Source: an optimization exercise on an open RTL-to-GDS flow (aim: small area, a short achievable clock period and few clock cycles per item). Production flows keep margins and buffers that such runs may drop. RTL that was checked went through simulation tests only; none was proved equivalent to the original. Only the layout flow was run in runs 7 to 9; the RTL was not checked for function there.

File: flow/flow/run.sh
#!/bin/bash
set -euo pipefail
args=()
while IFS= read -r line; do
  [[ -z "$line" || "$line" == \#* ]] && continue
  args+=("$line")
done < flow/make_vars.txt
bash standard.sh "${args[@]}" finish > standard_flow.log 2>&1
File: flow/flow/make_vars.txt
BUFFER_PORTS_ARGS=-buffer_cell sky130_fd_sc_hd__buf_1
File: flow/standard.sh
#!/bin/bash
# synth_recipe.tcl (not shown) runs the flow's synth.tcl, then flattens the netlist and writes it again
# the make line also repeats each setting of config.mk as NAME=value (left out here)
make -C /OpenROAD-flow-scripts/flow DESIGN_CONFIG=/design/flow/config.mk WORK_HOME=/design/flow/orfs CLKGATE_MAP_FILE= SYNTH_SCRIPT=/design/flow/synth_recipe.tcl "${@:-finish}"
File: flow/config.mk
export PLATFORM = sky130hd
export DESIGN_NAME = tiny_encryption_algorithm
export DESIGN_NICKNAME = tiny_encryption_algorithm
export VERILOG_FILES = /design/flow/design.v
export SDC_FILE = /design/flow/constraint.sdc
export NUM_CORES = 4
export LEC_CHECK = 0
export ABC_AREA = 1
export CAP_MARGIN = 20
export CORE_MARGIN = 2
export CORE_UTILIZATION = 40
export CTS_BUF_LIST = sky130_fd_sc_hd__clkbuf_8
export CTS_CLUSTER_DIAMETER = 70
export CTS_CLUSTER_SIZE = 16
export SETUP_SLACK_MARGIN = 5
export SLEW_MARGIN = 20
File: flow/constraint.sdc
create_clock -name core_clock -period 9.5 [get_ports {clk}]
set_input_delay 1.9000 -clock core_clock [delete_from_list [all_inputs] [get_ports {clk}]]
set_output_delay 1.9000 -clock core_clock [all_outputs]
set_load 0.01 [all_outputs]
File: flow/design.v
module tiny_encryption_algorithm(
    input              clk,         
    input              rst_n,       
    input              key_valid,   
    input              ptxt_valid,  
    input      [63:0]  ptxt,        
    input      [127:0] key,         
    output     [63:0]  ctxt,        
    output reg         ctxt_ready   
);
localparam [31:0] DELTA   = 32'h9e3779b9;
localparam [31:0] SUM_END = 32'hc6ef3720;  
reg         busy;
reg         idle;    
reg         phase;   
reg [31:0]  sum;
reg [31:0]  a, b;
reg [127:0] k;
wire start = key_valid & ptxt_valid & ~busy;
wire last  = phase & (sum == SUM_END);
wire busy_next = busy ? ~last : start;
function automatic [31:0] add32(input [31:0] x, input [31:0] y);
    reg [31:0] p, g, c;
    reg [31:0] g2, p2;    
    reg [15:0] gg, pp;    
    integer l, i, j;
    begin
        p = x ^ y; g = x & y;
        g2[0] = g[0]; p2[0] = p[0];
        for (i = 1; i < 32; i = i + 1) begin
            g2[i] = g[i] | (p[i] & g[i-1]);
            p2[i] = p[i] & p[i-1];
        end
        for (i = 0; i < 16; i = i + 1) begin
            gg[i] = g2[2*i+1]; pp[i] = p2[2*i+1];
        end
        for (l = 0; l < 4; l = l + 1)
            for (i = 15; i >= 0; i = i - 1)
                if ((i >> l) & 1) begin
                    j = ((i >> l) << l) - 1;
                    gg[i] = gg[i] | (pp[i] & gg[j]);
                    pp[i] = pp[i] & pp[j];
                end
        c[0] = 1'b0;
        c[1] = g[0];
        for (i = 1; i < 16; i = i + 1) begin
            c[2*i] = gg[i-1];
            c[2*i+1] = g2[2*i] | (p2[2*i] & gg[i-1]);
        end
        add32 = p ^ c;
    end
endfunction
wire [31:0] f  = add32(b << 4, k[127:96]) ^ add32(b, sum) ^ add32(b >> 5, k[95:64]);
wire [31:0] op = ({32{busy}} & a) | ({32{idle}} & ptxt[31:0]);
wire [31:0] b_next = add32(op, f & {32{busy}});
always @(posedge clk or negedge rst_n) begin
    if (!rst_n) begin
        busy       <= 1'b0;
        ctxt_ready <= 1'b0;
    end else begin
        busy <= busy_next;
        if (busy & last) ctxt_ready <= 1'b1;
        else if (start) ctxt_ready <= 1'b0;
    end
end
always @(posedge clk) begin
    idle <= ~busy_next;
    k <= ({128{busy}} & {k[63:0], k[127:64]}) | ({128{idle}} & key);
    if (busy | start) begin
        a <= ({32{busy}} & b) | ({32{idle}} & ptxt[63:32]);
        b <= b_next;
    end
    if (busy) begin
        phase <= ~phase;
        if (phase) sum <= sum + DELTA;
    end else begin
        phase <= 1'b0;
        sum   <= DELTA;
    end
end
assign ctxt = {a, b};
endmodule
==> results of run 1 <==
[repair_timing]
| item | CTS | global route |
|---|---|---|
| gates resized for setup | 6 | 58 |
| endpoints found under the setup margin | 7 | 16 |
| hold endpoints to repair | 0 | 0 |
| buffers inserted | 4 | 36 |
| hold buffers | 0 | 0 |
| pin swaps | 1 | 35 |
[worst max path at each step]
stage,cells after the start,endpoint,start,slack (ns)
floorplan,18,b[27],ptxt[0],5.33
global placement,18,b[31],ptxt[0],4.90
detailed placement,30,b[31],b[5],4.68
CTS,28,b[29],b[0],5.04
global route,28,b[29],b[0],4.91
finish,27,b[23],b[0],5.19
[placed cells by master (no fill, tap or decap), types with 23 or more instances in the layout]
cell type,instances
nand3_1,77
inv_1,150
dfxtp_1,160
xnor2_1,52
clkbuf_8,23
o21ai_0,48
a22o_1,181
ha_1,112
nor2_1,68
buf_1,260
a21oi_1,124
buf_4,44
edfxtp_1,64
nand2_1,281
xor2_1,77
nand2_2,23
[routing by layer]
layer | GRT usage (%) | share of wire [%] | vias up
li1 | - | - | 6340
met1 | 27.7 | 46 | 5770
met2 | 35.5 | 48 | 254
met3 | 2.41 | 4.1 | 41
met4 | 4.26 | 1.9 | 0
met5 | 0 | 0 | -
[worst max-delay path, cell delays in order, from the launching register on]
cell	delay, ns
edfxtp_1	0.46
ha_2	0.20
inv_1	0.08
fa_2	0.22
inv_1	0.06
nand2_2	0.06
nand2_2	0.07
nand2_4	0.10
nand2_4	0.07
a31o_4	0.23
a21oi_2	0.15
xor2_1	0.18
xor2_1	0.21
xor2_1	0.18
nor2_1	0.07
ha_1	0.35
inv_2	0.07
nor3_1	0.06
nor3_2	0.22
inv_1	0.09
a21oi_2	0.20
nand2_4	0.12
buf_4	0.17
nand4_1	0.07
nand2_1	0.09
nand3_1	0.08
nand2_1	0.06
xor2_1	0.14
[cell type report]
| class | count | share of cell area, % |
|---|---|---|
| multi-input cells | 1216 | 50.3 |
| repair buffers | 306 | 8.13 |
| inverters | 151 | 3.42 |
| clock inverters | 18 | 1.28 |
| well taps | 455 | 3.44 |
| clock buffers | 23 | 1.91 |
| flip-flops and latches | 228 | 31.5 |
[flip-flops by register name, summed over array words and instances (netlist names)]
name / flops
phase: 1
k: 128
busy: 1
a: 32
b: 32
sum: 32
ctxt_ready: 1
idle: 1
[stage by stage]
stage	cell area, um^2	worst slack [ns]	std cells	hold WS, ns
floorplan	14100	5.33	1649	0.433
global placement	15500	4.90	2316	0.437
detailed placement	15500	4.68	2316	0.440
CTS	16100	5.04	2361	0.444
global route	16600	4.91	2397	0.450
finish	16600	5.19	2397	0.443
[cells by family (layout without fill, tap and decap cells)]
logic type      count (synthesis)  count (layout)  share of synthesized area [%]
compound gates                424             424                           21.1
flops                         228             228                           37.0
fa+ha+maj                     122             122                           11.0
simple gates                  541             541                           17.3
xor+xnor                      129             129                           8.01
buf+inv                       205             498                           5.61
==> notes.md, run 1 <==
* GRT Total Usage at a little over 20%
* Kind of critical path: reg -> reg
* R2R Path End: b[23]
* Number of global-route vias before repair at between 10000 and 15000
* Clk sink count at ~230
* Largest net degree at the start of global routing at 159
* Hold Vio Cnt, Final at 0
* Yosys top cell by area: dfxtp_1
* Wirelength per Cell at roughly 16 um
* Antenna violations before repair at 0
* Skew final at 0.0264 ns
* Setup TNS at 0 ns
* Initial Util at 40.7%
* Max-cap violations at 0
* Critical Path End Type: flip-flop
* DRC Markers at 0
* Yosys top cell area share at 23.0%
* Die extent in y at 192 um
* Die area at between 0.03 and 0.04 mm^2
* Worst hold start: k[18]
* Reg2reg start: b[0]
* I/O pin count at about 260
* Cell count after synthesis at between 1500 and 2000
* Vias at about 12000
* H-tree depth at 1
* Hold Crit Depth at 1
* Later-pin clock latency in the skew report at about 0.57 ns
* IO buf count at 260
* Synth Warn # at 1
* Register Area at roughly 0.0052 mm^2
* Mean Syn Cell Area at 8.55 um^2
* Slew margin rel. at approximately a third
* Post-synth top cells: nand2_1 (291), a22o_1 (181), dfxtp_1 (162)
* Root Buffer Master: clkbuf_8
* ANT nets after route at 0
* # rows at 68
* Top post-synthesis cells by area: dfxtp_1 (23%), edfxtp_1 (14%), a22o_1 (11%)
* #FFs+latches synth at around 230
* DR vias/cell at 5.18
* Asr flop ratio synth at 0.877%
* Crit path launch type: flip-flop
* Clock buffer depth at 3
* R2R cell count at 27
* Predominant post-synthesis flop cell: dfxtp_1
* CTS tree: built
* Clock-pin slew on the worst setup and hold paths at ~0.10 ns
* CP required at just under 10 ns
* Final core area utilization at a little under half
* Count of final setup violators at 0
* Grt ovf at 0
* Chip Width at ~190 um
* Tcrit/Tclk final at ~45%
* CTS Buf Count at 23
* Hold Path Sink: k[82]
* Final min period at 4.31 ns
* CORE AREA at between 0.03 and 0.04 mm^2
* DRT iter0 DRCs at between 500 and 600
* CP Max Fanout at 7
* First-pass GRT wire length at approximately 60 mm
* Sequential area share after synthesis at between 30% and 40%
* Antenna Cells at 0
* Synthesized area at ~0.014 mm^2
* Crit path DAT at roughly 4.7 ns
* Area grow syn2layout at 17.4%
* Unrepaired setup endpoints after global routing: true
* Status: complete, no violations
* Layout cells sized above 1 at 10.4%
* Max frequency at 232 MHz
* First-pass iteration count of the detailed router at 7
* Count leader, synth: nand2_1
* Reg2Reg Setup Slack at approximately 5.2 ns
* Fillers at 3427
* Synth unique cells at 53
* Routed wire length at between 30 and 40 mm
* RD Place Congestion at between 0.8 and 0.9
* Hold Crit Class: reg -> reg
* Multi-input gate area at ~0.0083 mm^2
* Nets@finish at around 2200
* Post-synth EDFFs at 64
* Syn nets at ~2000
* DP HPWL at roughly 29 mm
* Max-slew violations at 0
* Slew @ Worst Pin at 1.02 ns
Testbench counts, summed over its fixed seeds: cycles 33,280, items 512.
==> inputs of run 2 (changes only) <==
--- a/flow/config.mk
+++ b/flow/config.mk
@@ -10,7 +10,7 @@
 export CORE_MARGIN = 2
 export CORE_UTILIZATION = 40
 export CTS_BUF_LIST = sky130_fd_sc_hd__clkbuf_8
-export CTS_CLUSTER_DIAMETER = 70
-export CTS_CLUSTER_SIZE = 16
-export SETUP_SLACK_MARGIN = 5
+export CTS_CLUSTER_DIAMETER = 60
+export CTS_CLUSTER_SIZE = 12
+export SETUP_SLACK_MARGIN = 4
 export SLEW_MARGIN = 20
==> notes.md, run 2 <==
* Post-synth EDFFs at 64
* Clock buffer depth at 3
* CTS Buf Count at 27
* DRT iter0 DRCs at between 500 and 600
* CTS tree: built
* Unrepaired setup endpoints after global routing: false
* Cell count after synthesis at about 1600
* Asr flop ratio synth at less than 1%
* Grt ovf at 0
* CP Max Fanout at 8
* # rows at between 60 and 70
* Max-slew violations at 0
* Antenna Cells at 0
* Crit-path slowest cell: edfxtp_1
* Final core area utilization at between 40% and 50%
* Initial Util at 40.7%
* Fin cells at 2366
* Synth Warn # at 1
* GRT Total Usage at approximately a fifth
* PostCTS Resize Cnt at 0
* Status: complete, no violations
* Kind of critical path: reg -> reg
* Skew final at between 0.03 and 0.04 ns
* Die extent in y at 192 um
* Wirelength per Cell at 16.4 um
* Cell with the most instances on the worst path: nand2_1
* Routed wire length at between 30 and 40 mm
* Post-CTS setup buffers at 0
* Slew @ Worst Pin at between 1 and 1.5 ns
* Final instance area at around 0.016 mm^2
* Final min period at roughly 5 ns
* Most common cell after layout, fill and taps aside: nand2_1
* Synth unique cells at 53
* DP HPWL at 29.1 mm
* Final setup margin at between 4 and 5 ns
* Post-cts hold buffer count at 0
* Mean Syn Cell Area at 8.55 um^2
* Antenna violations before repair at 0
* Hold Vio Cnt, Final at 0
* Fillers at about 3500
* DR vias/cell at about 5.2
* Later-pin clock latency in the skew report at a little over 0.6 ns
* Largest net degree at the start of global routing at between 150 and 200
* CORE AREA at between 0.03 and 0.04 mm^2
* Top post-synthesis cells by area: dfxtp_1 (23%), edfxtp_1 (14%), a22o_1 (11%)
* Slew margin rel. at between 30% and 40%
* Placement Setup Slack at 4.68 ns
* Area after DPL at 0.0155 mm^2
* Clock-pin slew on the worst setup and hold paths at about 0.080 ns
* Layout cells sized above 1 at ~5.9%
* IO buf count at 260
* Syn nets at a little under 2000
* I/O pin count at around 260
* Vias at 12220
* First-pass iteration count of the detailed router at 5
* Commonest non-fill, non-tap cells in the layout: nand2_1 (290), buf_1 (260), a22o_1 (181)
* Predominant post-synthesis flop cell: dfxtp_1
* Die area at 0.0368 mm^2
* Worst hold slack at 0.449 ns
* Nets@finish at between 2000 and 2500
* DRC Markers at 0
* Most flop-heavy register: k
* Dpl cells at around 2300
* Max-cap violations at 0
* Count of final setup violators at 0
* Tcrit/Tclk final at roughly 52%
* RD Place Congestion at between 0.8 and 0.9
* ANT nets after route at 0
* WP buf/inv at 2
* Critical Path End Type: flip-flop
* CP required at 9.85 ns
* Sequential area share after synthesis at 37.0%
* Crit path DAT at about 5.2 ns
* Crit path largest cell delay at 0.44 ns
* Hold Crit Class: reg -> reg
* Critical path's top delay family: simple AND/OR/NAND/NOR gates
* Number of global-route vias before repair at 11676
* Max frequency at 204 MHz
* Yosys top cell area share at 23.0%
* Chip Width at between 150 and 200 um
* First-pass GRT wire length at roughly 60 mm
* Max reg flops at about 130
* Setup TNS at 0 ns
* Root Buffer Master: clkbuf_8
* Post-synth top cells: nand2_1 (291), a22o_1 (181), dfxtp_1 (162)
* #FFs+latches synth at 228
* Area grow syn2layout at 13.9%
* Synthesized area at around 0.014 mm^2
* Crit path launch type: flip-flop
* Yosys top cell by area: dfxtp_1
* Clk sink count at around 230
* Count leader, synth: nand2_1
* H-tree depth at 1
## run 2: cell counts after synthesis
No cell type changed its count.
## run 2: final timing paths
| check | depth (start not counted) | startpoint | slack [ns] | endpoint |
|---|---|---|---|---|
| max | 30 | b[5] | 4.61 | b[31] |
| min in group asynchronous | 1 | rst_n | 1.06 | busy |
| max in group asynchronous | 1 | rst_n | 8.28 | busy |
| min | 1 | k[18] | 0.45 | k[82] |
| max reg2reg | 30 | b[5] | 4.61 | b[31] |
| min reg2reg | 1 | k[18] | 0.45 | k[82] |
## run 2: per-layer routing
| layer | track usage, % | routed length [um] | vias to the layer above |
|---|---|---|---|
| li1 | - | - | 6263 |
| met1 | 27.4 | 17900 | 5658 |
| met2 | 35.5 | 18500 | 259 |
| met3 | 3.27 | 1790 | 40 |
| met4 | 3.96 | 608 | 0 |
| met5 | 0 | 0 | - |
## run 2: cell type report
type                       count  area, um^2  area share [%]
inverter                     151         567            3.53
clock buffer                  29         399            2.48
timing repair buffer         266        1030            6.43
sequential                   228        5220            32.5
tap                          455         569            3.54
multi-input combinational   1216        8110            50.4
clock inverter                21         170            1.06
## run 2: kinds of logic after synthesis
kind of cell               after synthesis  share of synthesized area, %
and+or+nand+nor                        541                          17.3
AOI/OAI and AO/OA                      424                          21.1
DFF                                    228                          37.0
buffers and inverters                  205                          5.61
xor gates and xnor gates               129                          8.01
adders and majority gates              122                          11.0
==> inputs of run 3 (changes only) <==
--- a/flow/config.mk
+++ b/flow/config.mk
@@ -12,5 +12,6 @@
 export CTS_BUF_LIST = sky130_fd_sc_hd__clkbuf_8
 export CTS_CLUSTER_DIAMETER = 60
 export CTS_CLUSTER_SIZE = 12
-export SETUP_SLACK_MARGIN = 4
+export GPL_ROUTABILITY_DRIVEN = 0
+export SETUP_SLACK_MARGIN = 5
 export SLEW_MARGIN = 20
==> notes.md, run 3 <==
* Die extent in y at between 150 and 200 um
* Crit path launch type: flip-flop
* Max frequency at approximately 230 MHz
* Crit-path slowest cell: edfxtp_1
* Reg2Reg Setup Slack at 5.24 ns
* Post-synth top cells: nand2_1 (291), a22o_1 (181), dfxtp_1 (162)
* Post-cts hold buffer count at 0
* Most common cell after layout, fill and taps aside: nand2_1
* CTS tree: built
* Hold Vio Cnt, Final at 0
* H-tree depth at 1
* Most flop-heavy register: k
* Final min period at ~4.3 ns
* I/O pin count at 261
* Hold Crit Class: reg -> reg
* Tcrit/Tclk final at between 40 and 50%
* First-pass GRT wire length at 60.3 mm
* Max reg flops at approximately 130
* DP HPWL at ~29 mm
* Kind of critical path: reg -> reg
* Asr flop ratio synth at less than 1%
* Register Area at ~0.0052 mm^2
* Predominant post-synthesis flop cell: dfxtp_1
* Crit path DAT at ~4.6 ns
* #FFs+latches synth at between 200 and 250
* Post-synth EDFFs at 64
* Skew final at roughly 0.038 ns
* Mean Syn Cell Area at roughly 8.6 um^2
* Largest net degree at the start of global routing at 159
* Max-cap violations at 0
* Clock-pin slew on the worst setup and hold paths at 0.08 ns
* GRT Total Usage at around 21%
* Clk sink count at about 230
* Status: complete, no violations
* Chip Width at 192 um
* Grt ovf at 0
* Count leader, synth: nand2_1
* DRC Markers at 0
* Cell with the most instances on the worst path: nand2_1
* Synthesized area at 0.0141 mm^2
* Routed wire length at just under 40 mm
* Final setup margin at roughly 5.2 ns
* Count of final setup violators at 0
* Layout cells sized above 1 at roughly 10%
* Synth unique cells at 53
* Vias at about 12000
* DR vias/cell at between 5 and 6
* Critical Path End Type: flip-flop
* Top post-synthesis cells by area: dfxtp_1 (23%), edfxtp_1 (14%), a22o_1 (11%)
* Later-pin clock latency in the skew report at between 0.6 and 0.7 ns
* CTS Buf Count at 27
* Clock buffer depth at 3
* Antenna violations before repair at 0
* WP buf/inv at 4
* CORE AREA at about 0.035 mm^2
* Yosys top cell area share at between 20% and 30%
* Sequential area share after synthesis at between 30% and 40%
* Final core area utilization at roughly 48%
* Nets@finish at about 2200
* CP required at about 9.9 ns
* Syn nets at a little under 2000
* Max-slew violations at 0
* Area grow syn2layout at 17.6%
* Placement Setup Slack at roughly 4.7 ns
* Commonest non-fill, non-tap cells in the layout: nand2_1 (283), buf_1 (260), a22o_1 (181)
* Unrepaired setup endpoints after global routing: true
* Crit path largest cell delay at about 0.45 ns
* ANT nets after route at 0
* CP Max Fanout at 8
* Synth Warn # at 1
* Slew @ Worst Pin at slightly above 1 ns
* First-pass iteration count of the detailed router at 4
* Number of global-route vias before repair at 11707
* Root Buffer Master: clkbuf_8
* Slew margin rel. at about a third
* Initial Util at ~41%
* Antenna Cells at 0
* IO buf count at 260
* Cell count after synthesis at 1649
* Wirelength per Cell at ~16 um
* DRT iter0 DRCs at roughly 570
* Setup TNS at 0 ns
* Yosys top cell by area: dfxtp_1
* Critical path's top delay family: simple AND/OR/NAND/NOR gates
* Multi-input gate area at 0.00834 mm^2
* Fillers at 3439
* Die area at around 0.037 mm^2
* # rows at 68
==> run 3: what timing repair did <==
item                       in CTS  in global routing
setup endpoints to repair       7                 16
setup buffers                   4                 33
resized for setup               6                 57
pin swaps                       1                 28
==> run 3: path summary, 6_finish.rpt <==
check | end | depth (start not counted) | start
max in group asynchronous | busy | 1 | rst_n
max | b[29] | 28 | b[0]
min | k[82] | 1 | k[18]
max reg2reg | b[29] | 28 | b[0]
min reg2reg | k[82] | 1 | k[18]
min in group asynchronous | busy | 1 | rst_n
==> run 3: final cells by class <==
type	count	share of cell area [%]
tap	455	3.43
timing repair buffer	303	7.98
sequential	228	31.5
clock buffer	29	2.41
inverter	151	3.42
clock inverter	21	1.03
multi-input combinational	1216	50.3
==> run 3: logic make-up (layout without fill, tap and decap cells) <==
logic type / count (synthesis) / count (layout) / synth area share (%)
and+or+nand+nor: 541 / 541 / 17.3
AOI/OAI and AO/OA: 424 / 424 / 21.1
DFF: 228 / 228 / 37.0
buffers and inverters: 205 / 504 / 5.61
xor gates and xnor gates: 129 / 129 / 8.01
adders and majority gates: 122 / 122 / 11.0
==> run 3: routing by layer <==
layer	part of all wire [%]	GRT usage, %
met5	0	0
met4	1.5	3.96
met3	4.8	3.27
met2	48	35.7
met1	46	27.5
==> run 3: per-stage QoR <==
stage                     instances  hold slack (ns)  instance area, um^2
final                          2403            0.447                16600
after global placement         2316            0.437                15500
after CTS                      2370            0.448                16100
after global routing           2403            0.457                16600
after detailed placement       2316            0.440                15500
after floorplan                1649            0.433                14100
==> inputs of run 4 (changes only) <==
--- a/flow/config.mk
+++ b/flow/config.mk
@@ -12,6 +12,5 @@
 export CTS_BUF_LIST = sky130_fd_sc_hd__clkbuf_8
 export CTS_CLUSTER_DIAMETER = 60
 export CTS_CLUSTER_SIZE = 12
-export GPL_ROUTABILITY_DRIVEN = 0
 export SETUP_SLACK_MARGIN = 5
 export SLEW_MARGIN = 20
==> notes.md, run 4 <==
* CTS Buf Count at 27
* Post-cts hold buffer count at 0
* Critical Path End Type: flip-flop
* Largest net degree at the start of global routing at between 150 and 200
* RD Place Congestion at slightly above 0.8
* Crit-path slowest cell: edfxtp_1
* Unrepaired setup endpoints after global routing: true
* WP buf/inv at 4
* Antenna Cells at 0
* Count of final setup violators at 0
* Slew margin rel. at about a third
* CP required at between 9 and 10 ns
* Die area at approximately 0.037 mm^2
* Crit path launch type: flip-flop
* Area grow syn2layout at 17.6%
* Predominant post-synthesis flop cell: dfxtp_1
* Commonest non-fill, non-tap cells in the layout: nand2_1 (283), buf_1 (260), a22o_1 (181)
* #FFs+latches synth at ~230
* ANT nets after route at 0
* Skew final at around 0.038 ns
* Status: complete, no violations
* Count leader, synth: nand2_1
* Grt ovf at 0
* Synth unique cells at between 50 and 60
* Nets@finish at around 2200
* Asr flop ratio synth at less than 1%
* Layout cells sized above 1 at about a tenth
* DR vias/cell at between 5 and 6
* Most flop-heavy register: k
* Yosys top cell by area: dfxtp_1
* Cell with the most instances on the worst path: nand2_1
* Met2 Track Usage GR at 35.7%
* Crit path DAT at 4.61 ns
* First-pass iteration count of the detailed router at 4
* Syn nets at about 2000
* Initial Util at between 40% and 50%
* Later-pin clock latency in the skew report at around 0.62 ns
* Vias at between 10000 and 15000
* Max-slew violations at 0
* Max-cap violations at 0
* Kind of critical path: reg -> reg
* Sequential area share after synthesis at 37.0%
* DRT iter0 DRCs at approximately 570
* CP Max Fanout at 8
* Clock-pin slew on the worst setup and hold paths at around 0.080 ns
* Wirelength per Cell at 16.5 um
* Yosys top cell area share at a little under a quarter
* Top Usage Layer GRT: met2
* Hold Vio Cnt, Final at 0
* Clock buffer depth at 3
* Top post-synthesis cells by area: dfxtp_1 (23%), edfxtp_1 (14%), a22o_1 (11%)
* CORE AREA at approximately 0.035 mm^2
* Post-synth top cells: nand2_1 (291), a22o_1 (181), dfxtp_1 (162)
* Max reg flops at about 130
* DP HPWL at just under 30 mm
* Antenna violations before repair at 0
* I/O pin count at 261
* Number of global-route vias before repair at around 12000
* # rows at ~70
* Setup TNS at 0 ns
* Chip Width at 192 um
* Clk sink count at about 230
* H-tree depth at 1
* DRC Markers at 0
* GRT Total Usage at between 20% and 30%
* Hold Crit Class: reg -> reg
* Crit path largest cell delay at roughly 0.45 ns
* Mean Syn Cell Area at 8.55 um^2
* Fillers at 3439
* Most common cell after layout, fill and taps aside: nand2_1
* Root Buffer Master: clkbuf_8
* CTS tree: built
* Max frequency at 235 MHz
* Cell count after synthesis at roughly 1600
* IO buf count at 260
* Synthesized area at approximately 0.014 mm^2
* Tcrit/Tclk final at between 40% and 50%
* First-pass GRT wire length at around 60 mm
* Met1 global-route usage at 27.5%
* Met3 usage at between 3 and 4%
* Post-synth EDFFs at 64
* Routed wire length at around 40 mm
* Final min period at approximately 4.3 ns
* Critical path's top delay family: simple AND/OR/NAND/NOR gates
* Die extent in y at about 190 um
* Synth Warn # at 1
* Slew @ Worst Pin at ~1 ns
[run 4: layout make-up]
type                       count  area [um^2]  area share (%)
multi-input combinational   1216         8340            50.3
sequential                   228         5220            31.5
timing repair buffer         303         1320            7.98
tap                          455          569            3.43
inverter                     151          567            3.42
clock buffer                  29          399            2.41
clock inverter                21          170            1.03
[run 4: final timing paths]
path                             from     to  slack [ns]  depth (start not counted)
worst max-delay path             b[0]  b[29]        5.24                         28
worst min-delay path            k[18]  k[82]        0.45                          1
worst max register to register   b[0]  b[29]        5.24                         28
worst min register to register  k[18]  k[82]        0.45                          1
max in group asynchronous       rst_n   busy        8.29                          1
min in group asynchronous       rst_n   busy        1.06                          1
[run 4: kinds of logic after synthesis]
| group | synth area share [%] |
|---|---|
| compound gates | 21.1 |
| xor+xnor | 8.01 |
| fa+ha+maj | 11.0 |
| buf+inv | 5.61 |
| flops | 37.0 |
| simple gates | 17.3 |
[run 4: what timing repair did]
action                                 in CTS  in global routing
endpoints found under the hold margin       0                  0
setup endpoints to repair                   7                 16
resized for setup                           6                 57
buffers inserted                            4                 33
pin swaps                                   1                 28
gates cloned                                0                  0
[run 4: routing by layer]
| layer | vias up | share of wire (%) |
|---|---|---|
| met2 | 263 | 48 |
| met1 | 5750 | 46 |
| met3 | 37 | 4.8 |
| met5 | - | 0 |
| met4 | 0 | 1.5 |
| li1 | 6337 | - |
[run 4: through the flow]
step	instance area (um^2)	setup WS [ns]	instances	utilization [%]	hold slack [ns]
global route	16600	4.95	2403	47.9	0.457
finish	16600	5.24	2403	47.9	0.447
CTS	16100	5.01	2370	46.5	0.448
floorplan	14100	5.33	1649	-	0.433
global placement	15500	4.90	2316	44.8	0.437
detailed placement	15500	4.68	2316	44.8	0.440
==> inputs of run 5 (changes only) <==
==> flow/flow/make_vars.txt (replaced) <==
BUFFER_PORTS_ARGS=-buffer_cell sky130_fd_sc_hd__buf_1
CTS_ARGS=-sink_clustering_enable -repair_clock_nets -sink_clustering_size 12 -sink_clustering_max_diameter 60 -buf_list sky130_fd_sc_hd__clkbuf_8 -dont_use_dummy_load
==> notes.md, run 5 <==
* Met3 usage at roughly 3.2%
* I/O pin count at between 200 and 300
* Yosys top cell by area: dfxtp_1
* CP Max Fanout at 7
* DRT iter0 DRCs at 540
* Wirelength per Cell at roughly 17 um
* Die area at between 0.03 and 0.04 mm^2
* Clock-pin slew on the worst setup and hold paths at around 0.08 ns
* DR vias/cell at 5.19
* Fin cells at roughly 2400
* ANT nets after route at 0
* Layout cells sized above 1 at about a tenth
* Critical path's top delay family: simple AND/OR/NAND/NOR gates
* Kind of critical path: reg -> reg
* Reg2Reg Setup Slack at ~5.2 ns
* Post-synth top cells: nand2_1 (291), a22o_1 (181), dfxtp_1 (162)
* Count leader, synth: nand2_1
* First-pass GRT wire length at around 60 mm
* Reg2reg start: b[0]
* Met1 global-route usage at around 28%
* Hold Vio Cnt, Final at 0
* Synthesized area at 0.0141 mm^2
* Max frequency at 233 MHz
* Setup TNS at 0 ns
* DRC Markers at 0
* Met2 Track Usage GR at 35.5%
* R2R cell count at 27
* Count of final setup violators at 0
* Die extent in y at ~190 um
* Slew margin rel. at between 30% and 40%
* Commonest non-fill, non-tap cells in the layout: nand2_1 (285), buf_1 (260), a22o_1 (181)
* Critical Path End Type: flip-flop
* R2R Path End: b[23]
* Cell count after synthesis at roughly 1600
* Chip Width at around 190 um
* Most common cell after layout, fill and taps aside: nand2_1
* DP HPWL at between 20 and 30 mm
* Skew final at 0.0899 ns
* Clk sink count at around 230
* Hold Crit Class: reg -> reg
* #FFs+latches synth at 228
* Max-cap violations at 0
* Post-synth EDFFs at 64
* GRT Total Usage at 20.7%
* Dpl cells at ~2300
* Antenna Cells at 0
* Most flop-heavy register: k
* Hold Path Sink: k[76]
* Synth Warn # at 1
* Unrepaired setup endpoints after global routing: true
* Top Usage Layer GRT: met2
* WP buf/inv at 5
* CP required at about 9.8 ns
* Yosys top cell area share at a little under a quarter
* Crit path launch type: flip-flop
* CTS Buf Count at 27
* Asr flop ratio synth at less than 1%
* CORE AREA at ~0.035 mm^2
* Max reg flops at around 130
* Root Buffer Master: clkbuf_8
* Nets@finish at about 2200
* Synth unique cells at 53
* Tcrit/Tclk final at approximately 45%
* Crit path largest cell delay at approximately 0.43 ns
* RD Place Congestion at 0.832
* Clock buffer depth at 3
* Worst hold start: k[12]
* IO buf count at 260
* Routed wire length at just under 40 mm
* Final min period at 4.30 ns
* Sequential area share after synthesis at a little under two fifths
* Crit path DAT at 4.63 ns
* Crit-path slowest cell: edfxtp_1
* Initial Util at 40.7%
* # rows at slightly below 70
* CTS tree: built
* Vias at 12358
* Predominant post-synthesis flop cell: dfxtp_1
* First-pass iteration count of the detailed router at 4
* Slew @ Worst Pin at 1.02 ns
* Grt ovf at 0
* Syn nets at between 1500 and 2000
* Antenna violations before repair at 0
* Status: complete, no violations
* Area after DPL at around 0.015 mm^2
* Top post-synthesis cells by area: dfxtp_1 (23%), edfxtp_1 (14%), a22o_1 (11%)
* Post-cts hold buffer count at 0
* Final core area utilization at around 47%
* Final instance area at 0.0164 mm^2
* Max-slew violations at 0
* Number of global-route vias before repair at approximately 12000
* Area grow syn2layout at 16.3%
* Largest net degree at the start of global routing at about 160
* Later-pin clock latency in the skew report at approximately 0.6 ns
* Mean Syn Cell Area at between 8 and 9 um^2
* H-tree depth at 1
* Hold Crit Depth at 1
-- run 5: cell counts after synthesis --
Identical to the previous run, type by type.
-- run 5: cell type report --
| cell class | count | area (um^2) |
|---|---|---|
| Fill cell | 3448 | 18200 |
| Tap cell | 455 | 569 |
| Multi-Input combinational cell | 1216 | 8330 |
| Inverter | 151 | 567 |
| Clock buffer | 27 | 372 |
| Timing Repair Buffer | 305 | 1340 |
| Sequential cell | 228 | 5230 |
-- run 5: routing by layer --
metal,up-vias,part of all wire [%]
li1,6315,-
met1,5744,46
met2,258,48
met3,41,4.6
met4,0,1.7
met5,-,0
-- run 5: worst max-delay path by stage --
stage                 start  depth (start not counted)  endpoint  slack [ns]
finish                 b[0]                         27     b[23]        5.20
floorplan           ptxt[0]                         18     b[27]        5.33
global placement    ptxt[0]                         18     b[31]        4.90
CTS                   k[64]                         30     b[31]        4.98
global route           b[1]                         27     b[29]        4.89
detailed placement     b[5]                         30     b[31]        4.68
-- run 5: timing repair --
action / CTS / global route
gates resized for setup: 6 / 54
cloned: 0 / 0
setup endpoints to repair: 9 / 15
pin swaps: 1 / 32
setup buffers: 4 / 35
-- run 5: kinds of logic after synthesis --
logic type	synth area share, %
XOR/XNOR	8.01
AO/OA/AOI/OAI	21.1
buffers and inverters	5.61
flip-flops	37.0
AND/OR/NAND/NOR	17.3
adder cells (fa/ha/maj)	11.0
-- run 5: worst register-to-register path: cells and delay by family, from the launching register on --
family | cells | cell delay, ns
adders and majority gates | 3 | 0.75
DFF | 1 | 0.43
and+or+nand+nor | 12 | 1.14
xor gates and xnor gates | 4 | 0.70
buffers and inverters | 5 | 0.45
AOI/OAI and AO/OA | 3 | 0.57
-- run 5: metrics by stage --
step / hold WS [ns] / setup slack (ns)
after floorplan: 0.433 / 5.33
after global placement: 0.437 / 4.90
after detailed placement: 0.440 / 4.68
after CTS: 0.426 / 4.98
after global routing: 0.440 / 4.89
final: 0.424 / 5.20
==> inputs of run 6 (changes only) <==
==> flow/flow/make_vars.txt (replaced) <==
BUFFER_PORTS_ARGS=-buffer_cell sky130_fd_sc_hd__buf_1
CTS_ARGS=-sink_clustering_enable -repair_clock_nets -sink_clustering_size 12 -sink_clustering_max_diameter 60 -buf_list sky130_fd_sc_hd__clkbuf_8 -dont_use_dummy_load
SETUP_SLACK_MARGIN=5.5
==> notes.md, run 6 <==
* Slew margin rel. at between 40% and 50%
* Reg2Reg Setup Slack at 5.31 ns
* Area grow syn2layout at 20.8%
* Unrepaired setup endpoints after global routing: true
* Kind of critical path: reg -> reg
* Worst hold slack at between 0.4 and 0.5 ns
* Skew final at ~0.064 ns
* Top post-synthesis cells by area: dfxtp_1 (23%), edfxtp_1 (14%), a22o_1 (11%)
* Asr flop ratio synth at less than 1%
* Antenna Cells at 0
* Crit path largest cell delay at approximately 0.44 ns
* Root Buffer Master: clkbuf_8
* Synthesized area at between 0.01 and 0.015 mm^2
* DR vias/cell at ~5.2
* Cell with the most instances on the worst path: nand2_2
* Status: complete, no violations
* Layout cells sized above 1 at between 10% and 20%
* DRC Markers at 0
* Crit path launch type: flip-flop
* Final core area utilization at between 40% and 50%
* I/O pin count at ~260
* Clk sink count at roughly 230
* CP Depth at 26
* R2R cell count at 26
* Clock buffer depth at 3
* Reg2reg start: b[0]
* Initial Util at 40.7%
* ANT nets after route at 0
* Yosys top cell by area: dfxtp_1
* IO buf count at between 200 and 300
* Setup crit end: b[31]
* R2R Path End: b[31]
* Post-synth EDFFs at 64
* Post-synth top cells: nand2_1 (291), a22o_1 (181), dfxtp_1 (162)
* Hold Crit Class: reg -> reg
* Max frequency at approximately 240 MHz
* Cell count after synthesis at roughly 1600
* Syn nets at just under 2000
* Fillers at ~3400
* Final min period at 4.19 ns
* Count leader, synth: nand2_1
* Max reg flops at 128
* Hold Vio Cnt, Final at 0
* Commonest non-fill, non-tap cells in the layout: nand2_1 (265), buf_1 (260), a22o_1 (181)
* WP buf/inv at 1
* Post-cts hold buffer count at 0
* Critical path origin: b[0]
* CTS Buf Count at 27
* CP required at around 10 ns
* Most flop-heavy register: k
* CTS tree: built
* Synth Warn # at 1
* DRT iter0 DRCs at approximately 630
* DP HPWL at 29.3 mm
* Sequential area share after synthesis at between 30% and 40%
* RD Place Congestion at around 0.85
* #FFs+latches synth at 228
* Vias at roughly 13000
* Die extent in y at 192 um
* Setup TNS at 0 ns
* First-pass iteration count of the detailed router at 5
* Max-cap violations at 0
* First-pass GRT wire length at approximately 60 mm
* Nets@finish at 2279
* CP Max Fanout at 6
* Mean Syn Cell Area at about 8.6 um^2
* H-tree depth at 1
* Critical path's top delay family: simple AND/OR/NAND/NOR gates
* Largest net degree at the start of global routing at approximately 150
* Crit-path slowest cell: edfxtp_1
* Hold Crit Depth at 1
* Antenna violations before repair at 0
* Tcrit/Tclk final at 44.1%
* Predominant post-synthesis flop cell: dfxtp_1
* # rows at around 70
* Most common cell after layout, fill and taps aside: nand2_1
* Number of global-route vias before repair at ~12000
* GRT Total Usage at 21.1%
* Synth unique cells at 53
* Wirelength per Cell at approximately 17 um
* Later-pin clock latency in the skew report at a little under 0.6 ns
* Yosys top cell area share at 23.0%
* Critical Path End Type: flip-flop
* Crit path DAT at between 4 and 5 ns
* Count of final setup violators at 0
* Max-slew violations at 0
* Clock-pin slew on the worst setup and hold paths at 0.08 ns
* Grt ovf at 0
* CORE AREA at between 0.03 and 0.04 mm^2
* Routed wire length at approximately 40 mm
* Chip Width at between 150 and 200 um
* Slew @ Worst Pin at 0.753 ns
* Die area at 0.0368 mm^2
-- run 6: cell counts after synthesis --
No cell type changed its count.
-- run 6: metal layers --
metal  global-route usage, %  share of wire, %  up-vias
met5                       0                 0        -
met4                    5.09               1.9        0
met3                    2.96               5.2       54
met2                    36.0                47      324
met1                    28.2                46     5869
li1                        -                 -     6380
-- run 6: layout make-up --
| class | count | area (um^2) | share of cell area (%) |
|---|---|---|---|
| clock buffers | 27 | 372 | 2.18 |
| inverters | 151 | 567 | 3.33 |
| multi-input cells | 1216 | 8730 | 51.2 |
| flip-flops and latches | 228 | 5220 | 30.6 |
| well taps | 455 | 569 | 3.34 |
| repair buffers | 337 | 1580 | 9.29 |
-- run 6: per-stage QoR --
| stage | area [um^2] | instances | setup WS [ns] |
|---|---|---|---|
| after global routing | 17000 | 2414 | 5.06 |
| after CTS | 16300 | 2378 | 5.37 |
| after global placement | 15500 | 2317 | 5.04 |
| after detailed placement | 15500 | 2317 | 4.85 |
| final | 17000 | 2414 | 5.31 |
| after floorplan | 14100 | 1649 | 5.49 |
-- run 6: worst min-delay path by stage --
stage	startpoint	to	slack, ns
floorplan	k[36]	k[100]	0.43
global placement	k[21]	k[85]	0.44
detailed placement	k[37]	k[101]	0.44
CTS	k[41]	k[105]	0.45
global route	k[40]	k[104]	0.46
finish	k[41]	k[105]	0.45
-- run 6: what timing repair did --
action	in CTS	in global routing
gates resized for setup	42	98
setup endpoints to repair	17	19
endpoints found under the hold margin	0	0
pin swaps	42	76
setup buffers	34	35
-- run 6: worst register-to-register path: stages (launching register included) --
cell and delay [ns]:
edfxtp_1 0.44, ha_2 0.22, fa_2 0.42, nand2_2 0.08
nand2_2 0.06, nand3_2 0.08, nand2_4 0.08, nand2_4 0.10
nand2_8 0.08, nand3_2 0.08, nand2_2 0.07, nand3_2 0.06
nand2_2 0.06, xor2_2 0.15, or2_1 0.27, a21oi_2 0.14
nor2_1 0.06, ha_1 0.35, nand2_1 0.09, inv_1 0.05
nor3_2 0.23, o21ai_2 0.14, a21oi_2 0.18, nand2_2 0.10
a21boi_2 0.15, nand3b_1 0.13, nand2_1 0.06
-- run 6: cells by family (layout without fill, tap and decap cells) --
family	count (synthesis)	in the layout	synth area share, %
and+or+nand+nor	541	541	17.3
AOI/OAI and AO/OA	424	424	21.1
DFF	228	228	37.0
buffers and inverters	205	515	5.61
xor gates and xnor gates	129	129	8.01
adders and majority gates	122	122	11.0
==> inputs of run 7 (changes only) <==
--- a/flow/design.v
+++ b/flow/design.v
@@ -72,7 +72,7 @@
     end
     if (busy) begin
         phase <= ~phase;
-        if (phase) sum <= sum + DELTA;
+        if (phase) sum <= add32(sum, DELTA);
     end else begin
         phase <= 1'b0;
         sum   <= DELTA;
==> flow/flow/make_vars.txt (replaced) <==
BUFFER_PORTS_ARGS=-buffer_cell sky130_fd_sc_hd__buf_1
CTS_ARGS=-sink_clustering_enable -repair_clock_nets -sink_clustering_size 12 -sink_clustering_max_diameter 60 -buf_list sky130_fd_sc_hd__clkbuf_8 -dont_use_dummy_load
==> notes.md, run 7 <==
* CP required at between 9 and 10 ns
* Antenna Cells at 0
* Count of final setup violators at 0
* Max frequency at between 200 and 250 MHz
* Sequential area share after synthesis at between 30% and 40%
* Number of global-route vias before repair at around 11000
* Yosys top cell by area: dfxtp_1
* RD Place Congestion at roughly 0.86
* Root Buffer Master: clkbuf_8
* Initial Util at between 40% and 50%
* Slew margin rel. at 28.9%
* Grt ovf at 0
* Worst hold slack at 0.439 ns
* Skew final at roughly 0.042 ns
* Predominant post-synthesis flop cell: dfxtp_1
* DP HPWL at 27.8 mm
* Setup TNS at 0 ns
* CORE AREA at 0.0343 mm^2
* Area after DPL at between 0.015 and 0.02 mm^2
* Crit path launch type: flip-flop
* Kind of critical path: reg -> reg
* Critical Path End Type: flip-flop
* Crit path largest cell delay at 0.44 ns
* Later-pin clock latency in the skew report at 0.58 ns
* Cell count after synthesis at between 1500 and 2000
* Clk sink count at about 230
* #FFs+latches synth at 228
* DR vias/cell at roughly 5.2
* Routed wire length at 38.4 mm
* Largest net degree at the start of global routing at between 150 and 200
* CTS tree: built
* Hold Crit Class: reg -> reg
* CTS Buf Count at 26
* Antenna violations before repair at 0
* Post-cts hold buffer count at 0
* Yosys top cell area share at between 20% and 30%
* CP Max Fanout at 5
* Slew @ Worst Pin at between 1 and 1.5 ns
* Die extent in y at 190 um
* Hold Path Sink: k[112]
* Most flop-heavy register: k
* First-pass iteration count of the detailed router at 5
* I/O pin count at around 260
* Final min period at about 4.3 ns
* Final core area utilization at a little under half
* Max-cap violations at 0
* IO buf count at 260
* Placement Setup Slack at 4.58 ns
* Die area at 0.0360 mm^2
* DRC Markers at 0
* Nets@finish at 2177
* Final instance area at 0.0161 mm^2
* Chip Width at between 150 and 200 um
* H-tree depth at 1
* Unrepaired setup endpoints after global routing: true
* Hold Crit Depth at 1
* Count leader, synth: nand2_1
* Max reg flops at roughly 130
* Crit-path slowest cell: edfxtp_1
* Post-synth top cells: nand2_1 (264), a22o_1 (181), dfxtp_1 (162)
* First-pass GRT wire length at about 59 mm
* Status: complete, no violations
* Layout cells sized above 1 at between 8 and 9%
* Area grow syn2layout at 16.3%
* Fin cells at ~2300
* Crit path DAT at between 4 and 5 ns
* DRT iter0 DRCs at 599
* ANT nets after route at 0
* Most common cell after layout, fill and taps aside: buf_1
* Commonest non-fill, non-tap cells in the layout: buf_1 (260), nand2_1 (258), a22o_1 (181)
* Cell with the most instances on the worst path: nand2_1
* Synth Warn # at 1
* GRT Total Usage at 20.3%
* Asr flop ratio synth at less than 1%
* Clock-pin slew on the worst setup and hold paths at 0.09 ns
* Wirelength per Cell at about 17 um
* Final setup margin at 5.18 ns
* R2R Path End: b[31]
* Top post-synthesis cells by area: dfxtp_1 (24%), edfxtp_1 (14%), a22o_1 (11%)
* Syn nets at 1905
* Hold Vio Cnt, Final at 0
* # rows at 68
* Max-slew violations at 0
* Worst hold start: k[48]
* Reg2Reg Setup Slack at between 5 and 6 ns
* R2R cell count at 28
* Mean Syn Cell Area at 8.69 um^2
* Reg2reg start: b[5]
* Vias at between 10000 and 15000
* Post-synth EDFFs at between 60 and 70
* Synth unique cells at 50
* Clock buffer depth at 3
* Tcrit/Tclk final at between 40% and 50%
* Synthesized area at 0.0138 mm^2
* Dpl cells at between 2000 and 2500
==> run 7: changes by cell type after synthesis, moves of 4 or more <==
cell,previous run,this run
o21ai_0,50,44
nand3_1,81,91
nor2_1,73,64
nand2_1,291,264
nor2_2,6,2
a21o_1,6,11
clkbuf_1,42,38
inv_1,147,142
xnor2_1,52,56
o211ai_1,5,1
==> run 7: final cells by class <==
type                       count  area, um^2
clock buffer                  26         358
multi-input combinational   1164        8090
sequential                   228        5220
tap                          455         569
timing repair buffer         296        1270
inverter                     143         537
fill                        3480       18200
==> run 7: how the worst max path moves through the flow <==
stage | startpoint | to | slack (ns)
detailed placement | b[5] | b[29] | 4.58
finish | b[5] | b[31] | 5.18
global placement | b[5] | b[29] | 4.64
CTS | b[0] | b[23] | 5.00
global route | b[0] | b[23] | 4.92
floorplan | ptxt[0] | b[27] | 5.28
==> run 7: critical path: cells and delay by family, from the launching register on <==
kind | cells | cell delay [ns]
flip-flops | 1 | 0.44
AO/OA/AOI/OAI | 7 | 1.13
adder cells (fa/ha/maj) | 3 | 0.76
AND/OR/NAND/NOR | 14 | 1.18
XOR/XNOR | 1 | 0.26
buffers and inverters | 3 | 0.30
==> run 7: routing by layer <==
layer	global-route usage [%]	vias to the layer above	wire, um
li1	-	6108	-
met1	27.3	5584	17500
met2	34.7	304	18200
met3	2.77	54	1900
met4	4.77	0	851
met5	0	-	0
==> run 7: kinds of logic after synthesis <==
family | count (synthesis) | share of synthesized area [%]
AOI/OAI and AO/OA | 413 | 21.2
xor gates and xnor gates | 131 | 8.32
and+or+nand+nor | 498 | 16.0
buffers and inverters | 195 | 5.40
DFF | 228 | 37.8
adders and majority gates | 122 | 11.3
==> run 7: timing repair <==
action                     4_1_cts  5_1_grt
gates cloned                     0        0
setup endpoints to repair       10       15
gates resized for setup         12       43
pin swaps                        4       28
setup buffers                    7       25
==> inputs of run 8 (changes only) <==
--- a/flow/config.mk
+++ b/flow/config.mk
@@ -8,9 +8,10 @@
 export ABC_AREA = 1
 export CAP_MARGIN = 20
 export CORE_MARGIN = 2
-export CORE_UTILIZATION = 40
+export CORE_UTILIZATION = 55
 export CTS_BUF_LIST = sky130_fd_sc_hd__clkbuf_8
 export CTS_CLUSTER_DIAMETER = 60
 export CTS_CLUSTER_SIZE = 12
+export PLACE_DENSITY = 0.7
 export SETUP_SLACK_MARGIN = 5
 export SLEW_MARGIN = 20
==> notes.md, run 8 <==
* Reg2reg start: b[0]
* Reg2Reg Setup Slack at just over 5 ns
* Post-synth EDFFs at 64
* I/O pin count at between 200 and 300
* Routed wire length at between 30 and 40 mm
* Largest net degree at the start of global routing at between 90 and 100
* Clock-pin slew on the worst setup and hold paths at approximately 0.08 ns
* First-pass iteration count of the detailed router at 5
* GRT Total Usage at 26.5%
* H-tree depth at 1
* Max-slew violations at 0
* Status: complete, no violations
* Crit path DAT at ~4.7 ns
* Final instance area at about 0.016 mm^2
* Predominant post-synthesis flop cell: dfxtp_1
* Grt ovf at 0
* ANT nets after route at 0
* Antenna violations before repair at 0
* XOR/XNOR Fraction of Synth Area at under 10%
* Most common cell after layout, fill and taps aside: buf_1
* Max reg flops at roughly 130
* DRC Markers at 0
* Vias at between 10000 and 15000
* Post-cts hold buffer count at 0
* Hold Vio Cnt, Final at 0
* Worst hold slack at approximately 0.4 ns
* Mean Syn Cell Area at ~8.7 um^2
* Initial Util at 56.4%
* Later-pin clock latency in the skew report at around 0.56 ns
* Slew margin rel. at 32.0%
* Asr flop ratio synth at 0.877%
* Die area at roughly 0.026 mm^2
* Yosys top cell by area: dfxtp_1
* Crit path launch type: flip-flop
* Commonest non-fill, non-tap cells in the layout: buf_1 (260), nand2_1 (257), a22o_1 (181)
* Hold Crit Class: reg -> reg
* Worst hold start: k[15]
* Synthesized area at between 0.01 and 0.015 mm^2
* Slew @ Worst Pin at around 1.0 ns
* CORE AREA at ~0.024 mm^2
* Most flop-heavy register: k
* Top post-synthesis cells by area: dfxtp_1 (24%), edfxtp_1 (14%), a22o_1 (11%)
* Cell count after synthesis at about 1600
* Tcrit/Tclk final at about 46%
* Mux contribution to synthesized area at 0%
* Area after DPL at ~0.015 mm^2
* Kind of critical path: reg -> reg
* Chip Width at around 160 um
* Antenna Cells at 0
* Post-Synth Simple-Gate Area at about 16%
* Skew final at 0.0539 ns
* Count of final setup violators at 0
* Area grow syn2layout at 15.2%
* #FFs+latches synth at 228
* DRT iter0 DRCs at ~680
* Root Buffer Master: clkbuf_8
* CP required at roughly 9.8 ns
* Layout cells sized above 1 at under 10%
* CTS tree: built
* Max frequency at ~230 MHz
* Number of global-route vias before repair at ~11000
* R2R Path End: b[29]
* Die extent in y at roughly 160 um
* Syn nets at 1905
* Synth unique cells at 50
* Nets@finish at 2184
* DR vias/cell at 5.53
* DP HPWL at 26.9 mm
* Unrepaired setup endpoints after global routing: true
* Clk sink count at roughly 230
* Combinational family with the most area after synthesis: compound AO/OA/AOI/OAI gates
* Setup TNS at 0 ns
* Sequential area share after synthesis at around 38%
* Wirelength per Cell at 16.7 um
* Post-Synth Adder-Cell Area at a little under an eighth
* Synth Warn # at 1
* Hold Path Sink: k[79]
* First-pass GRT wire length at about 56 mm
* IO buf count at 260
* CTS Buf Count at 24
* Post-synthesis compound-gate area fraction at between 20% and 30%
* Count leader, synth: nand2_1
* RD Place Congestion at between 0.9 and 1
* CP Max Fanout at 6
* # rows at 57
* R2R cell count at 26
* Max-cap violations at 0
* Hold Crit Depth at 1
* Final min period at around 4.4 ns
* Critical Path End Type: flip-flop
* Yosys top cell area share at a little under a quarter
* Post-synth top cells: nand2_1 (264), a22o_1 (181), dfxtp_1 (162)
* Clock buffer depth at 3
==> run 8: cell count changes in the layout (fill, tap and decap cells not counted), sizes merged <==
cell    previous run  this run
buf              296       305
clkbuf            26        24
==> run 8: kinds of logic after synthesis <==
logic type,count (synthesis)
xor+xnor,131
fa+ha+maj,122
buf+inv,195
flops,228
simple gates,498
compound gates,413
==> run 8: worst max-delay path by stage <==
| stage | from | endpoint | slack [ns] | cells past startpoint |
|---|---|---|---|---|
| detailed placement | b[5] | b[29] | 4.75 | 32 |
| floorplan | ptxt[0] | b[27] | 5.28 | 18 |
| finish | b[0] | b[29] | 5.15 | 26 |
| CTS | b[1] | b[29] | 5.00 | 24 |
| global route | b[0] | b[31] | 4.90 | 27 |
| global placement | ptxt[0] | b[29] | 4.87 | 19 |
==> run 8: layout make-up <==
type / count / area (um^2)
Fill cell: 2119 / 8570
Sequential cell: 228 / 5220
Tap cell: 324 / 405
Inverter: 143 / 537
Timing Repair Buffer: 305 / 1310
Multi-Input combinational cell: 1164 / 8080
Clock buffer: 24 / 330
==> run 8: worst max-delay path, stage by stage (launching register included) <==
cell and delay (ns):
edfxtp_1 0.42, ha_2 0.22, fa_2 0.42, nand2_1 0.09
nand3_2 0.09, nand3_2 0.10, nand2_4 0.07, nand2_4 0.09
nand2_8 0.07, a21oi_4 0.16, nand3b_1 0.12, nand2_1 0.07
or2_1 0.24, nand2_1 0.08, nand3_2 0.08, a21oi_2 0.15
nor2_2 0.07, ha_4 0.30, nand2_4 0.07, nor3_4 0.18
inv_2 0.08, nor4_4 0.32, a21oi_4 0.12, o21ai_2 0.20
nand3_1 0.12, nand3_1 0.09, nand2_1 0.05
==> run 8: metal layers <==
metal  vias up  wire [um]  part of all wire [%]  track usage [%]
met3        75       2250                   6.2             3.59
met4         0       1270                   3.5             8.93
met2       353      17300                    47             45.6
li1       6123          -                     -                -
met5         -          0                     0                0
met1      5550      15700                    43             34.3
==> run 8: metrics by stage <==
step | setup slack, ns | utilization [%] | std cells
floorplan | 5.28 | - | 1587
global placement | 4.87 | 61.4 | 2125
detailed placement | 4.75 | 61.4 | 2125
CTS | 5.00 | 62.9 | 2150
global route | 4.90 | 64.9 | 2188
finish | 5.15 | 64.9 | 2188
==> run 8: repair_timing <==
action	CTS	global route
pin swaps	0	34
resized for setup	7	48
endpoints found under the setup margin	8	14
buffers inserted	1	38
==> inputs of run 9 (changes only) <==
--- a/flow/design.v
+++ b/flow/design.v
@@ -28,7 +28,8 @@
         p = x ^ y; g = x & y;
         g2[0] = g[0]; p2[0] = p[0];
         for (i = 1; i < 32; i = i + 1) begin
-            g2[i] = g[i] | (p[i] & g[i-1]);
+            if (i == 1) g2[i] = g[i] | (((x[i] | y[i]) & x[i-1]) & y[i-1]);
+            else g2[i] = g[i] | (p[i] & g[i-1]);
             p2[i] = p[i] & p[i-1];
         end
         for (i = 0; i < 16; i = i + 1) begin
@@ -50,7 +51,39 @@
         add32 = p ^ c;
     end
 endfunction
-wire [31:0] f  = add32(b << 4, k[127:96]) ^ add32(b, sum) ^ add32(b >> 5, k[95:64]);
+function automatic [31:0] add32s4(input [31:0] x, input [31:0] y);
+    reg [31:0] p, g, c;
+    reg [31:0] g2, p2;    
+    reg [15:0] gg, pp;    
+    integer l, i, j;
+    begin
+        p = x ^ y; g = x & y;
+        g2[0] = g[0]; p2[0] = p[0];
+        for (i = 1; i < 32; i = i + 1) begin
+            if (i == 5) g2[i] = g[i] | (((x[i] | y[i]) & x[i-1]) & y[i-1]);
+            else g2[i] = g[i] | (p[i] & g[i-1]);
+            p2[i] = p[i] & p[i-1];
+        end
+        for (i = 0; i < 16; i = i + 1) begin
+            gg[i] = g2[2*i+1]; pp[i] = p2[2*i+1];
+        end
+        for (l = 0; l < 4; l = l + 1)
+            for (i = 15; i >= 0; i = i - 1)
+                if ((i >> l) & 1) begin
+                    j = ((i >> l) << l) - 1;
+                    gg[i] = gg[i] | (pp[i] & gg[j]);
+                    pp[i] = pp[i] & pp[j];
+                end
+        c[0] = 1'b0;
+        c[1] = g[0];
+        for (i = 1; i < 16; i = i + 1) begin
+            c[2*i] = gg[i-1];
+            c[2*i+1] = g2[2*i] | (p2[2*i] & gg[i-1]);
+        end
+        add32s4 = p ^ c;
+    end
+endfunction
+wire [31:0] f  = add32s4(b << 4, k[127:96]) ^ add32(b, sum) ^ add32(b >> 5, k[95:64]);
 wire [31:0] op = ({32{busy}} & a) | ({32{idle}} & ptxt[31:0]);
 wire [31:0] b_next = add32(op, f & {32{busy}});
 always @(posedge clk or negedge rst_n) begin
@@ -72,7 +105,7 @@
     end
     if (busy) begin
         phase <= ~phase;
-        if (phase) sum <= add32(sum, DELTA);
+        if (phase) sum <= sum + DELTA;
     end else begin
         phase <= 1'b0;
         sum   <= DELTA;
==> flow/flow/make_vars.txt (replaced) <==
BUFFER_PORTS_ARGS=-buffer_cell sky130_fd_sc_hd__buf_1
--- a/flow/config.mk
+++ b/flow/config.mk
@@ -8,10 +8,9 @@
 export ABC_AREA = 1
 export CAP_MARGIN = 20
 export CORE_MARGIN = 2
-export CORE_UTILIZATION = 55
+export CORE_UTILIZATION = 40
 export CTS_BUF_LIST = sky130_fd_sc_hd__clkbuf_8
 export CTS_CLUSTER_DIAMETER = 60
 export CTS_CLUSTER_SIZE = 12
-export PLACE_DENSITY = 0.7
 export SETUP_SLACK_MARGIN = 5
 export SLEW_MARGIN = 20
==> notes.md, run 9 <==
* Status: complete, no violations
* Post-synth EDFFs at 64
* Count leader, synth: nand2_1
* Area grow syn2layout at 18.2%
* Max-slew violations at 0
* Crit path largest cell delay at 0.45 ns
* Largest net degree at the start of global routing at 80
* Grt ovf at 0
* Max reg flops at about 130
* Slew @ Worst Pin at ~1.0 ns
* Top post-synthesis cells by area: dfxtp_1 (23%), edfxtp_1 (13%), a22o_1 (11%)
* Clk sink count at between 200 and 250
* Synth unique cells at 51
* Max-cap violations at 0
* Met2 Track Usage GR at between 30% and 40%
* ANT nets after route at 0
* CORE AREA at between 0.03 and 0.04 mm^2
* Most common cell after layout, fill and taps aside: nand2_1
* #FFs+latches synth at 228
* Nets@finish at between 2000 and 2500
* H-tree depth at 1
* Layout cells sized above 1 at 11.8%
* Hold Vio Cnt, Final at 0
* DRC Markers at 0
* Die extent in y at between 150 and 200 um
* Antenna violations before repair at 0
* CP Max Fanout at 5
* Critical path origin: b[5]
* Synthesized area at approximately 0.014 mm^2
* Clock buffer depth at 3
* Post-cts hold buffer count at 0
* Final min period at between 4 and 5 ns
* Post-synth top cells: nand2_1 (285), a22o_1 (179), dfxtp_1 (162)
* Routed wire length at between 40 and 50 mm
* Cell with the most instances on the worst path: nand2_1
* Chip Width at between 150 and 200 um
* RD Place Congestion at ~0.9
* Syn nets at 2004
* Worst hold start: k[28]
* Asr flop ratio synth at less than 1%
* CTS Buf Count at 28
* Critical Path End Type: flip-flop
* Area after DPL at 0.0157 mm^2
* Number of global-route vias before repair at about 12000
* Antenna Cells at 0
* GRT Total Usage at around a fifth
* Top Usage Layer GRT: met2
* Critical path's top delay family: simple AND/OR/NAND/NOR gates
* Tcrit/Tclk final at a little under half
* Cell count after synthesis at roughly 1700
* Predominant post-synthesis flop cell: dfxtp_1
* Reg2reg start: b[5]
* Synth Warn # at 1
* CTS tree: built
* Met1 global-route usage at 29.6%
* I/O pin count at 261
* Sequential area share after synthesis at approximately 36%
* Yosys top cell area share at 22.6%
* Kind of critical path: reg -> reg
* Count of final setup violators at 0
* Worst hold slack at ~0.46 ns
* DR vias/cell at 5.25
* Crit path DAT at ~4.7 ns
* Final setup margin at about 5.1 ns
* Root Buffer Master: clkbuf_8
* Yosys top cell by area: dfxtp_1
* Crit-path slowest cell: edfxtp_1
* Most flop-heavy register: k
* Slew margin rel. at a little under a third
* # rows at 69
* Later-pin clock latency in the skew report at roughly 0.60 ns
* Vias at 12889
* Initial Util at about two fifths
* Met3 usage at 3.31%
* First-pass iteration count of the detailed router at 5
* Final instance area at roughly 0.017 mm^2
* First-pass GRT wire length at 64.3 mm
* Clock-pin slew on the worst setup and hold paths at approximately 0.08 ns
* Unrepaired setup endpoints after global routing: true
* Skew final at about 0.038 ns
* DRT iter0 DRCs at ~760
* Placement Setup Slack at 4.92 ns
* DP HPWL at between 30 and 40 mm
* WP buf/inv at 3
* CP required at roughly 9.9 ns
* Die area at around 0.037 mm^2
* Wirelength per Cell at 16.8 um
* Commonest non-fill, non-tap cells in the layout: nand2_1 (279), buf_1 (260), a22o_1 (179)
* Setup TNS at 0 ns
* Max frequency at roughly 230 MHz
* Crit path launch type: flip-flop
* IO buf count at between 200 and 300
* Hold Crit Class: reg -> reg
* Mean Syn Cell Area at roughly 8.5 um^2
## run 9: worst paths after layout
path,slack (ns),cells after the start,endpoint
worst max-delay path,5.14,26,b[31]
worst min-delay path,0.46,1,k[92]
worst max register to register,5.14,26,b[31]
worst min register to register,0.46,1,k[92]
max in group asynchronous,8.25,1,busy
min in group asynchronous,1.09,1,busy
## run 9: kinds of logic after synthesis
group | synth area share, %
simple gates | 18.9
compound gates | 20.6
flops | 36.4
buf+inv | 5.54
xor+xnor | 7.89
fa+ha+maj | 10.7
## run 9: routing by layer
| layer | part of all wire (%) | vias to the layer above |
|---|---|---|
| met4 | 2.2 | 0 |
| met3 | 5.0 | 51 |
| met1 | 48 | 5992 |
| met2 | 45 | 348 |
| met5 | 0 | - |
| li1 | - | 6498 |
## run 9: timing repair
action	CTS	global route
setup endpoints to repair	3	15
gates cloned	0	1
pin swaps	0	19
resized for setup	1	72
setup buffers	4	39
## run 9: cell type report
| class | instances | area (um^2) |
|---|---|---|
| Multi-Input combinational cell | 1252 | 8680 |
| Timing Repair Buffer | 311 | 1360 |
| Sequential cell | 228 | 5220 |
| Inverter | 153 | 574 |
| Fill cell | 3510 | 18500 |
| Tap cell | 461 | 577 |
| Clock inverter | 21 | 126 |
| Clock buffer | 29 | 399 |
## run 9: through the flow
| step | util, % | instances |
|---|---|---|
| 2_1_floorplan | - | 1686 |
| 3_3_place_gp | 44.5 | 2361 |
| 3_5_place_dp | 44.5 | 2361 |
| 4_1_cts | 46.0 | 2415 |
| 5_1_grt | 47.9 | 2455 |
| 6_report | 47.9 | 2455 |

-- re-timing with driven ports --
The flow's constraints put no driver on any port. The routed layouts listed below were extracted and timed again, unchanged, in two steps.
Step 1, drivers: a clkbuf_16 drives clk and a buf_2 each remaining input, both assumed.
Step 2 moves the port delays by t, midway between the first and last clock arrival at a register: inputs arrive t later, outputs are due t later. That takes back most of the time a late clock gives input paths.
Slacks: no drivers / after step 1 / after step 2; pairs: no drivers / after step 1.
run	t (ns)	setup slack, ns	latest minus earliest clock arrival (ns)
run 1	0.607	5.186 / 5.186 / 4.966	0.029 / 0.028
run 2	0.643	4.606 / 4.606 / 4.606	0.041 / 0.042
run 3	0.645	5.240 / 5.240 / 4.928	0.041 / 0.042
run 4	0.645	5.240 / 5.240 / 4.928	0.041 / 0.042
run 5	0.620	5.203 / 5.203 / 4.897	0.090 / 0.090
run 6	0.600	5.315 / 5.315 / 5.134	0.063 / 0.064
run 7	0.601	5.176 / 5.176 / 4.922	0.043 / 0.043
run 8	0.576	5.148 / 5.148 / 4.855	0.053 / 0.054
run 9	0.637	5.138 / 5.138 / 5.138	0.045 / 0.045
After both steps setup and hold are still met in every run listed.
